From an optimization exercise on the open Yosys and OpenROAD flow, aimed at small area and a short achievable clock period; shortcuts taken in it are not production practice. Function was checked by simulation only, so behaviour that the tests miss may differ from the original. Power figures rest on the tool's default switching activity, not on a simulated workload.

==> flow/design.v <==
module alu #(parameter DATA_WIDTH = 8, CMD_WIDTH = 4)(
        input clk, rst, MODE, CE,
        input [1:0]INP_VALID,
        input [CMD_WIDTH-1:0]CMD,
        input [DATA_WIDTH-1:0]OPA,OPB,
        input CIN,
        output reg [2*DATA_WIDTH:0]res,
        output reg cout, oflow, g, l, e, err
);
        function [16:0] ks_add(input [15:0] x, input [15:0] y, input c);
                reg [16:0] kg, kp, kg2, kp2;
                integer i, d;
                begin
                        kg[0] = c;
                        kp[0] = 1'b0;
                        for (i = 0; i < 16; i = i + 1) begin
                                kg[i+1] = x[i] & y[i];
                                kp[i+1] = x[i] ^ y[i];
                        end
                        for (d = 1; d < 17; d = d * 2) begin
                                kg2 = kg;
                                kp2 = kp;
                                for (i = d; i < 17; i = i + 1) begin
                                        kg2[i] = kg[i] | (kp[i] & kg[i-d]);
                                        kp2[i] = kp[i] & kp[i-d];
                                end
                                kg = kg2;
                                kp = kp2;
                        end
                        for (i = 0; i < 16; i = i + 1)
                                ks_add[i] = x[i] ^ y[i] ^ kg[i];
                        ks_add[16] = kg[16];
                end
        endfunction
        wire sub_f = (~CMD[3] & ~CMD[2] & CMD[0]) | (CMD[3] & ~CMD[1] & ~CMD[0]);  
        wire sgn_f = CMD[3] & (CMD[2] | CMD[0]);                                    
        wire c_inca = CMD == 4'd4, c_deca = CMD == 4'd5;
        wire ci_in = (~CMD[3] & ~CMD[2]) ? (CMD[1] ? (CIN ^ CMD[0]) : CMD[0]) : ~CMD[0];
        wire i_incb = (INP_VALID == 2'b01) & (CMD == 4'd6);
        wire i_decb = (INP_VALID == 2'b01) & (CMD == 4'd7);
        wire i_ror  = ~MODE & (CMD == 4'd13);
        wire i_shra = ~MODE & (CMD == 4'd8);
        wire i_shla = ~MODE & (CMD == 4'd9);
        wire m1 = MODE & (CMD == 4'd9);
        wire m2 = MODE & (CMD == 4'd10);
        wire [7:0] a_in = m1 ? OPA + 8'd1 : m2 ? {1'b0, OPA[7:1]} :
                          ({8{~(i_incb | i_decb)}} & OPA) | {8{i_decb}};
        wire [7:0] b_in = m1 ? OPB + 8'd1 :
                          i_ror ? {OPB[7:3], 3'd0 - OPB[2:0]} :
                          i_shla ? {OPB[7:3], 3'd1} : i_shra ? {OPB[7:3], 3'd7} : OPB;
        wire [7:0] yb_in = c_inca ? 8'd0 : c_deca ? 8'hff : OPB ^ {8{sub_f}};
        reg ce_r;
        reg mode_r;
        reg [1:0] iv_r;
        reg [3:0] cmd_r;
        reg [7:0] a_r, b_r;
        reg ci_r;
        reg [7:0] yb_r;
        reg st1, st2;
        always @(posedge clk or posedge rst)
                if (rst) ce_r <= 1'b0;
                else ce_r <= CE;
        always @(posedge clk) begin
                mode_r <= MODE;
                iv_r   <= INP_VALID;
                cmd_r  <= CMD;
                a_r    <= a_in;
                b_r    <= b_in;
                yb_r   <= yb_in;
                ci_r   <= ci_in;
        end
        wire [15:0] c = 16'd1 << cmd_r;
        wire v11 = iv_r == 2'b11, v10 = iv_r == 2'b10, v01 = iv_r == 2'b01;
        wire am = ce_r & mode_r, lm = ce_r & ~mode_r;
        wire a11 = am & v11, l11 = lm & v11;
        wire op_add  = a11 & c[0];
        wire op_sub  = a11 & c[1];
        wire op_addc = a11 & c[2];
        wire op_subc = a11 & c[3];
        wire op_cmp  = a11 & c[8];
        wire op_mul  = a11 & (c[9] | c[10]);
        wire op_adds = a11 & c[11];
        wire op_subs = a11 & c[12];
        wire op_inca = am & v10 & c[4];
        wire op_deca = am & v10 & c[5];
        wire op_incb = am & v01 & c[6];
        wire op_decb = am & v01 & c[7];
        wire op_rot  = l11 & (c[12] | c[13]);
        wire sel_add  = op_add | op_sub | op_addc | op_subc | op_adds | op_subs |
                        op_inca | op_deca | op_incb | op_decb;
        wire sel_sext = op_sub | op_subc | op_deca | op_decb | op_adds | op_subs;
        wire sel_cout = op_add | op_addc | op_adds | op_subs;
        wire sel_ovc  = op_sub | (op_subc & ci_r) | op_inca | op_deca | op_incb | op_decb;
        wire sel_ovl  = op_subc & ~ci_r;
        wire sel_ovs  = op_adds | op_subs;
        wire sel_cmpu = op_cmp | op_subs;
        wire sel_mul  = op_mul & st2;
        wire ERR = (am & (v11 ? (c[4] | c[5] | c[6] | c[7] | c[13] | c[14] | c[15]) :
                          v10 ? ~(c[4] | c[5]) : v01 ? ~(c[6] | c[7]) : 1'b1)) |
                   (lm & (v11 ? (c[6] | c[7] | c[14] | c[15]) :
                          v10 ? ~c[6] : v01 ? ~c[7] : 1'b1)) |
                   (op_rot & (|b_r[7:4]));
        always @(posedge clk or posedge rst)
                if (rst) begin
                        st1 <= 1'b0;
                        st2 <= 1'b0;
                end else begin
                        st1 <= a11;
                        st2 <= st1;
                end
        reg [7:0] mx;
        reg [3:0] d1, d2, d3;
        reg [9:0] m3;
        reg [15:0] w0, w1;
        wire [16:0] m3w = ks_add({8'd0, a_r}, {7'd0, a_r, 1'b0}, 1'b0);
        always @(posedge clk) begin
                mx <= a_r;
                d1 <= {b_r[7:6] == 2'd1, b_r[5:4] == 2'd1, b_r[3:2] == 2'd1, b_r[1:0] == 2'd1};
                d2 <= {b_r[7:6] == 2'd2, b_r[5:4] == 2'd2, b_r[3:2] == 2'd2, b_r[1:0] == 2'd2};
                d3 <= {b_r[7:6] == 2'd3, b_r[5:4] == 2'd3, b_r[3:2] == 2'd3, b_r[1:0] == 2'd3};
                m3 <= m3w[9:0];
        end
        function [9:0] digit(input e1, input e2, input e3, input [7:0] x, input [9:0] x3);
                digit = ({10{e1}} & {2'd0, x}) | ({10{e2}} & {1'b0, x, 1'b0}) | ({10{e3}} & x3);
        endfunction
        wire [9:0] u0 = digit(d1[0], d2[0], d3[0], mx, m3);
        wire [9:0] u1 = digit(d1[1], d2[1], d3[1], mx, m3);
        wire [9:0] u2 = digit(d1[2], d2[2], d3[2], mx, m3);
        wire [9:0] u3 = digit(d1[3], d2[3], d3[3], mx, m3);
        wire [15:0] r0 = {6'd0, u0};
        wire [15:0] r1 = {4'd0, u1, 2'd0};
        wire [15:0] r2 = {2'd0, u2, 4'd0};
        wire [15:0] r3 = {u3, 6'd0};
        wire [15:0] cs1 = r0 ^ r1 ^ r2;
        wire [15:0] cc1 = {(r0[14:0] & r1[14:0]) | (r0[14:0] & r2[14:0]) | (r1[14:0] & r2[14:0]), 1'b0};
        wire [15:0] cs2 = cs1 ^ cc1 ^ r3;
        wire [15:0] cc2 = {(cs1[14:0] & cc1[14:0]) | (cs1[14:0] & r3[14:0]) | (cc1[14:0] & r3[14:0]), 1'b0};
        always @(posedge clk) begin
                w0 <= cs2;
                w1 <= cc2;
        end
        wire [16:0] prodw = ks_add(w0, w1, 1'b0);
        wire [15:0] prod = prodw[15:0];
        wire sgn_k = cmd_r[3] & (cmd_r[2] | cmd_r[0]);                                     
        wire sub_k = (~cmd_r[3] & ~cmd_r[2] & cmd_r[0]) | (cmd_r[3] & ~cmd_r[1] & ~cmd_r[0]);  
        wire xe = (sgn_k & a_r[7]) | (cmd_r == 4'd7);
        wire ye = (cmd_r == 4'd5) | ((cmd_r != 4'd4) & ((sgn_k & b_r[7]) ^ sub_k));
        wire [16:0] s9w = ks_add({7'd0, xe, a_r}, {7'd0, ye, yb_r}, ci_r);
        wire [8:0] s9 = s9w[8:0];
        wire eq = a_r == b_r;
        wire lt_s = {~a_r[7], a_r[6:0]} < {~b_r[7], b_r[6:0]};
        wire [15:0] rx = {8'd0, a_r} << b_r[2:0];
        wire [3:0] tt = ({4{l11 & c[0]}} & 4'b1000) |
                        ({4{l11 & c[1]}} & 4'b0111) |
                        ({4{l11 & c[2]}} & 4'b1110) |
                        ({4{l11 & c[3]}} & 4'b0001) |
                        ({4{l11 & c[4]}} & 4'b0110) |
                        ({4{l11 & c[5]}} & 4'b1001) |
                        ({4{lm & v10 & c[6]}} & 4'b0011) |
                        ({4{lm & v01 & c[7]}} & 4'b0101);
        wire sel_lo = op_rot | (l11 & c[9]);
        wire sel_hi = op_rot | (l11 & c[8]);
        wire [7:0] lres = (a_r & b_r & {8{tt[3]}}) | (a_r & ~b_r & {8{tt[2]}}) |
                          (~a_r & b_r & {8{tt[1]}}) | (~a_r & ~b_r & {8{tt[0]}}) |
                          ({8{l11 & c[10]}} & {1'b0, b_r[7:1]}) | ({8{l11 & c[11]}} & {b_r[6:0], 1'b0}) |
                          ({8{sel_lo}} & rx[7:0]) | ({8{sel_hi}} & rx[15:8]);
        wire [16:0] RES = {{8{sel_sext & s9[8]}}, {9{sel_add}} & s9} |
                          {1'b0, {8{op_rot}} & rx[15:8], lres} |
                          {1'b0, {16{sel_mul}} & prod};
        wire COUT  = sel_cout & s9[8];
        wire OFLOW = (sel_ovc & s9[8]) | (sel_ovl & s9[8] & ~eq) | (sel_ovs & (s9[8] ^ s9[7]));
        wire E = (sel_cmpu | op_adds) & eq;
        wire L = (sel_cmpu & s9[8]) | (op_adds & lt_s);
        wire G = (sel_cmpu & ~eq & ~s9[8]) | (op_adds & ~eq & ~lt_s);
        always @(posedge clk or posedge rst)
                if (rst) begin
                        res <= 0;
                        cout <= 0;
                        oflow <= 0;
                        g <= 0;
                        l <= 0;
                        e <= 0;
                        err <= 0;
                end else begin
                        res <= RES;
                        cout <= COUT;
                        oflow <= OFLOW;
                        g <= G;
                        l <= L;
                        e <= E;
                        err <= ERR;
                end
endmodule
==> flow/config.mk <==
export PLATFORM = sky130hd
export DESIGN_NAME = alu
export DESIGN_NICKNAME = alu
export VERILOG_FILES = /design/flow/design.v
export SDC_FILE = /design/flow/constraint.sdc
export NUM_CORES = 4
export LEC_CHECK = 0
export ABC_AREA = 1
export CAP_MARGIN = 20
export CORE_MARGIN = 2
export CORE_UTILIZATION = 50
export SETUP_SLACK_MARGIN = 3.05
export SLEW_MARGIN = 20
==> flow/constraint.sdc <==
create_clock -name core_clock -period 5.0 [get_ports {clk}]
set_input_delay 1.0000 -clock core_clock [delete_from_list [all_inputs] [get_ports {clk}]]
set_output_delay 1.0000 -clock core_clock [all_outputs]
set_load 0.01 [all_outputs]
standard.sh (not shown) runs the stock make flow with config.mk's settings and CLKGATE_MAP_FILE= SYNTH_SCRIPT=/design/flow/synth_recipe.tcl, a recipe that flattens the netlist after the stock synthesis.
==> flow/flow/run.sh <==
#!/bin/bash
# The standard layout with two changes: plain buffers (buf_2) as the port
# buffers instead of the delay buffers buffer_ports picks by default, and a
# smaller clock tree: a clkbuf_16 root, clkbuf_4 leaves and none of the
# dummy loads CTS adds for balancing.
set -euo pipefail
export BUFFER_PORTS_ARGS="-buffer_cell sky130_fd_sc_hd__buf_2"
export CTS_ARGS="-sink_clustering_enable -repair_clock_nets -dont_use_dummy_load -sink_clustering_size 60 -sink_clustering_max_diameter 150 -root_buf sky130_fd_sc_hd__clkbuf_16 -buf_list sky130_fd_sc_hd__clkbuf_4"
bash standard.sh > standard.log 2>&1
Rerun with:
--- a/flow/design.v
+++ b/flow/design.v
@@ -157,14 +157,14 @@
                         ({4{l11 & c[4]}} & 4'b0110) |
                         ({4{l11 & c[5]}} & 4'b1001) |
                         ({4{lm & v10 & c[6]}} & 4'b0011) |
                         ({4{lm & v01 & c[7]}} & 4'b0101);
         wire sel_lo = op_rot | (l11 & c[9]);
         wire sel_hi = op_rot | (l11 & c[8]);
-        wire [7:0] lres = (a_r & b_r & {8{tt[3]}}) | (a_r & ~b_r & {8{tt[2]}}) |
-                          (~a_r & b_r & {8{tt[1]}}) | (~a_r & ~b_r & {8{tt[0]}}) |
+        wire [7:0] lres = (b_r & ((a_r & {8{tt[3]}}) | (~a_r & {8{tt[1]}}))) |
+                          (~b_r & ((a_r & {8{tt[2]}}) | (~a_r & {8{tt[0]}}))) |
                           ({8{l11 & c[10]}} & {1'b0, b_r[7:1]}) | ({8{l11 & c[11]}} & {b_r[6:0], 1'b0}) |
                           ({8{sel_lo}} & rx[7:0]) | ({8{sel_hi}} & rx[15:8]);
         wire [16:0] RES = {{8{sel_sext & s9[8]}}, {9{sel_add}} & s9} |
                           {1'b0, {8{op_rot}} & rx[15:8], lres} |
                           {1'b0, {16{sel_mul}} & prod};
         wire COUT  = sel_cout & s9[8];
=> Clock-buffer cell count stays the same; synthesized area shrinks by 3.2%; global-route usage came out higher by 1.4 points; total power came out higher by 3.1%; sequential power barely changes; hold slack degrades by 0.010 ns; die area falls by 3.1%; cell area went down by 4.5%; wire length is lower by 0.74%; maximum frequency falls by 1.4%; setup slack degrades by 0.026 ns; via count falls by 0.93%.

## re-timing with driven ports
The flow's constraints put no driver on any port. The routed layouts listed below were extracted and timed again, unchanged, in two steps.
Step 1: set_driving_cell puts a clkbuf_16 on clk and a buf_2 on each other input, an assumption about the parent block.
Step 2, shift: input delay + t, output delay - t, t = (earliest + latest rising clock arrival at the registers) / 2. This alone moves slack from input paths to output paths.
Three values: ideal, step 1, step 2; two values: the first two.
run	shift t [ns]	setup slack, ns	hold WS [ns]
the first run	0.385	3.116 / 3.106 / 2.752	0.359 / 0.359 / 0.359
the second run	0.389	3.090 / 3.071 / 2.757	0.349 / 0.349 / 0.349
After both steps every run listed still meets setup and hold. For the first run, which loses most, drivers alone change the setup slack by -0.010 ns; drivers and shift together by -0.364 ns.
